From an optimization exercise on the open Yosys and OpenROAD flow, aimed at small area, a short achievable clock period and few clock cycles per item; shortcuts taken in it are not production practice. In this exercise RTL edits were held to simulation tests only and were not proved equivalent to the original.

## ahb_lite_fir_filter
module ahb_lite_fir_filter (
    input  wire        clk,
    input  wire        n_rst,
    input  wire        hsel,
    input  wire [3:0]  haddr,
    input  wire        hsize,
    input  wire [1:0]  htrans,
    input  wire        hwrite,
    input  wire [15:0] hwdata,
    output reg  [15:0] hrdata,
    output reg         hresp
);
    wire xfer = hsel & (htrans != 2'b00);
    always @(*) begin
        hresp = 1'b0;
        if (xfer) begin
            if (hwrite) hresp = (haddr[3:2] == 2'b00) | (haddr == 4'd15);
            else        hresp = (haddr == 4'd15);
        end
    end
    wire wr_ok    = xfer & hwrite & (haddr[3:2] != 2'b00) & (haddr != 4'd15);
    wire s_wr_nx  = wr_ok & (haddr[3:1] == 3'd2);
    reg        wv;           
    reg        hw_lo;        
    reg        hw_hi;
    reg [3:0]  wa;
    reg        ws;
    reg [3:0]  ra;           
    reg        rs;
    always @(posedge clk, negedge n_rst) begin
        if (!n_rst) begin
            wv <= 1'b0; hw_lo <= 1'b0; hw_hi <= 1'b0;
        end else begin
            wv    <= wr_ok;
            hw_lo <= s_wr_nx & (hsize | ~haddr[0]);
            hw_hi <= s_wr_nx & (hsize | haddr[0]);
        end
    end
    always @(posedge clk) begin
        wa <= haddr;
        ws <= hsize;
        ra <= haddr;
        rs <= hsize;
    end
    wire w_lo  = ws | ~wa[0];
    wire w_hi  = ws | wa[0];
    wire s_wr  = hw_lo | hw_hi;                        
    wire ld    = wv & (wa == 4'd14) & hwdata[0];       
    wire [3:0] f_wr;
    assign f_wr[0] = wv & (wa[3:1] == 3'd3);
    assign f_wr[1] = wv & (wa[3:1] == 3'd4);
    assign f_wr[2] = wv & (wa[3:1] == 3'd5);
    assign f_wr[3] = wv & (wa[3:1] == 3'd6);
    reg [15:0] F0, F1, F2, F3;       
  ...
clock: 11.0 ns
lec_check: 0
abc_area: 1
cap_margin: 20
core_margin: 2
core_utilization: 40
cts_cluster_diameter: 120
cts_cluster_size: 22
place_density: 0.7
setup_slack_margin: 5
slew_margin: 20
standard.sh (not shown) runs the stock make flow with config.mk's settings and CLKGATE_MAP_FILE= SYNTH_SCRIPT=/design/flow/synth_recipe.tcl, a recipe that flattens the netlist after the stock synthesis.
==> flow/flow/run.sh <==
#!/bin/bash
bash standard.sh SETUP_SLACK_MARGIN=6.0 "BUFFER_PORTS_ARGS=-buffer_cell sky130_fd_sc_hd__buf_2" finish > standard.log 2>&1
Testbench counts at the start, summed over its fixed seeds: cycles 4,880, samples 1,600.
Edit:
==> flow/flow/run.sh (replaced) <==
#!/bin/bash
bash standard.sh SETUP_SLACK_MARGIN=5.7 "BUFFER_PORTS_ARGS=-buffer_cell sky130_fd_sc_hd__buf_2" finish > standard.log 2>&1
--- a/flow/config.mk
+++ b/flow/config.mk
@@ -11,5 +11,2 @@
 export CORE_UTILIZATION = 40
-export CTS_CLUSTER_DIAMETER = 120
-export CTS_CLUSTER_SIZE = 22
-export PLACE_DENSITY = 0.7
 export SETUP_SLACK_MARGIN = 5
Area after synthesis does not change.
Flip-flop and latch count does not change.
Hold slack is about the same.
Cell count hardly moves.
First-iteration DRC count shrinks by 8.5%.
Sequential share of layout area shrinks by 0.17 points.
Via count went down by 0.31%.
Maximum frequency fell by 5.6%.
Routed wire length goes up by 6.6%.
Edit:
==> flow/flow/run.sh (replaced) <==
#!/bin/bash
bash standard.sh SETUP_SLACK_MARGIN=6.0 "BUFFER_PORTS_ARGS=-buffer_cell sky130_fd_sc_hd__buf_2" finish > standard.log 2>&1
--- a/flow/config.mk
+++ b/flow/config.mk
@@ -11,2 +11,4 @@
 export CORE_UTILIZATION = 40
+export CTS_CLUSTER_DIAMETER = 120
+export CTS_CLUSTER_SIZE = 22
 export SETUP_SLACK_MARGIN = 5
Result: Setup slack gains 0.27 ns; core utilization climbs by 0.19 points.

========
## v28
Starting RTL as in the previous note.
// ahb_lite_fir_filter
module ahb_lite_fir_filter (
    input  wire        clk,
    input  wire        n_rst,
    input  wire        hsel,
    input  wire [3:0]  haddr,
    input  wire        hsize,
    input  wire [1:0]  htrans,
    input  wire        hwrite,
    input  wire [15:0] hwdata,
    output reg  [15:0] hrdata,
    output reg         hresp
);
Settings: LEC_CHECK=0, ABC_AREA=1, CAP_MARGIN=20, CORE_MARGIN=2, CORE_UTILIZATION=40, CTS_CLUSTER_DIAMETER=120, CTS_CLUSTER_SIZE=22, SETUP_SLACK_MARGIN=5, SLEW_MARGIN=20; clock period 11.0 ns.
==> flow/flow/run.sh <==
#!/bin/bash
bash standard.sh SETUP_SLACK_MARGIN=5.7 finish > standard.log 2>&1
Testbench counts of v28, summed over its fixed seeds: cycles 4,880, samples 1,600.
> inputs changed (v28 -> v5)
Settings: CTS_CLUSTER_SIZE: 22 -> unset; CTS_CLUSTER_DIAMETER: 120 -> unset; CORE_UTILIZATION: 40 -> 50.
Notes after the runs:
Final weighted congestion in routability-driven placement (v5 vs. v28) increases by a few percent. v5 against v28; overall via count from detail_route is up slightly. Summary of v5 over v28: worst hold slack down 37 ps.
Modified inputs, v14 compared to v5
Settings: a change of CORE_UTILIZATION from 50 to 40.
==> flow/flow/run.sh <==
#!/bin/bash
bash standard.sh SETUP_SLACK_MARGIN=5.5 finish > standard.log 2>&1
Findings:
- v14 finished end to end and its layout was clean on timing, DRC and antenna.
- v14 and v5 ended up with nearly the same sequential cell area.
- The inserted tap cell count in v5 is 0.79 times that in v14.
- Summary of v14 over v5: post-CTS repair timing setup buffer count has decreased, maximum frequency has decreased, count of vias placed by the detailed router has decreased, via count of the first global-routing pass has increased.
- v14 vs v5 — final instance area dropped slightly

========
## main
ahb_lite_fir_filter again, from the RTL that the note above started with.
export LEC_CHECK = 0
export ABC_AREA = 1
export CAP_MARGIN = 20
export CORE_MARGIN = 2
export CORE_UTILIZATION = 40
export SETUP_SLACK_MARGIN = 5
export SLEW_MARGIN = 20
create_clock -name core_clock -period 11.0 [get_ports {clk}]
==> flow/flow/run.sh <==
#!/bin/bash
bash standard.sh SETUP_SLACK_MARGIN=5.7 CTS_BUF_LIST=sky130_fd_sc_hd__clkbuf_8 finish > standard.log 2>&1
main finished end to end and its layout was clean on timing, DRC and antenna.
Testbench counts of main, summed over its fixed seeds: cycles 4,880, samples 1,600.
diff inputs: main => the feature branch
==> flow/flow/run.sh <==
#!/bin/bash
bash standard.sh SETUP_SLACK_MARGIN=5.7 finish > standard.log 2>&1
Results
The flow did not stop early for the feature branch: all stages ran, and the layout cleared the timing, DRC and antenna checks. Between main and the feature branch, the cell area figures differ only marginally. When the feature branch is measured against main, its worst setup slack turns out 100 ps higher. [the feature branch] final critical-path share of the clock period fell 0.92 points relative to main. The feature branch vs. main: count of clock-buffer cells in the layout went down by 21. The feature branch against main: cell count now smaller. The origin of the worst setup path comes out ACC[15] in one run and htrans[1] in the other, namely in main and the feature branch respectively.

[port drivers added, routing unchanged]
The flow's constraints put no driver on any port. The routed layouts listed below were extracted and timed again, unchanged, in two steps.
Step 1: set_driving_cell puts a clkbuf_16 on clk and a buf_2 on each other input, an assumption about the parent block.
Step 2 adds t to the input delays and takes it off the output delays; t is the mean of the earliest and latest rising clock arrival at the registers after step 1. Input paths then give back, and output paths get back, about the clock's delay inside the block.
Three values: ideal, step 1, step 2; two values: the first two.
run	t, ns	setup WS [ns]	hold WS [ns]	latest minus earliest clock arrival (ns)	worst slew at a driven data input, ns
the first run of note 1	0.619	6.021 / 5.955 / 5.519	0.436 / 0.436 / 0.436	0.051 / 0.051	0.05
the second run of note 1	0.642	5.726 / 5.666 / 5.257	0.438 / 0.438 / 0.438	0.052 / 0.052	0.04
the third run of note 1	0.631	5.996 / 5.934 / 5.470	0.430 / 0.430 / 0.430	0.050 / 0.051	0.04
v28	0.620	5.789 / 5.729 / 5.267	0.441 / 0.441 / 0.441	0.043 / 0.044	0.04
v5	0.650	5.766 / 5.739 / 5.177	0.404 / 0.404 / 0.404	0.068 / 0.068	0.04
v14	0.644	5.588 / 5.528 / 4.990	0.441 / 0.441 / 0.441	0.038 / 0.038	0.04
main	0.740	5.699 / 5.642 / 5.078	0.415 / 0.415 / 0.415	0.069 / 0.069	0.04
the feature branch	0.646	5.799 / 5.766 / 5.242	0.443 / 0.443 / 0.443	0.037 / 0.038	0.04
After both steps every run listed still meets setup and hold. The setup slack of main, which loses most, moves by -0.057 ns with the drivers and by -0.621 ns with both steps.
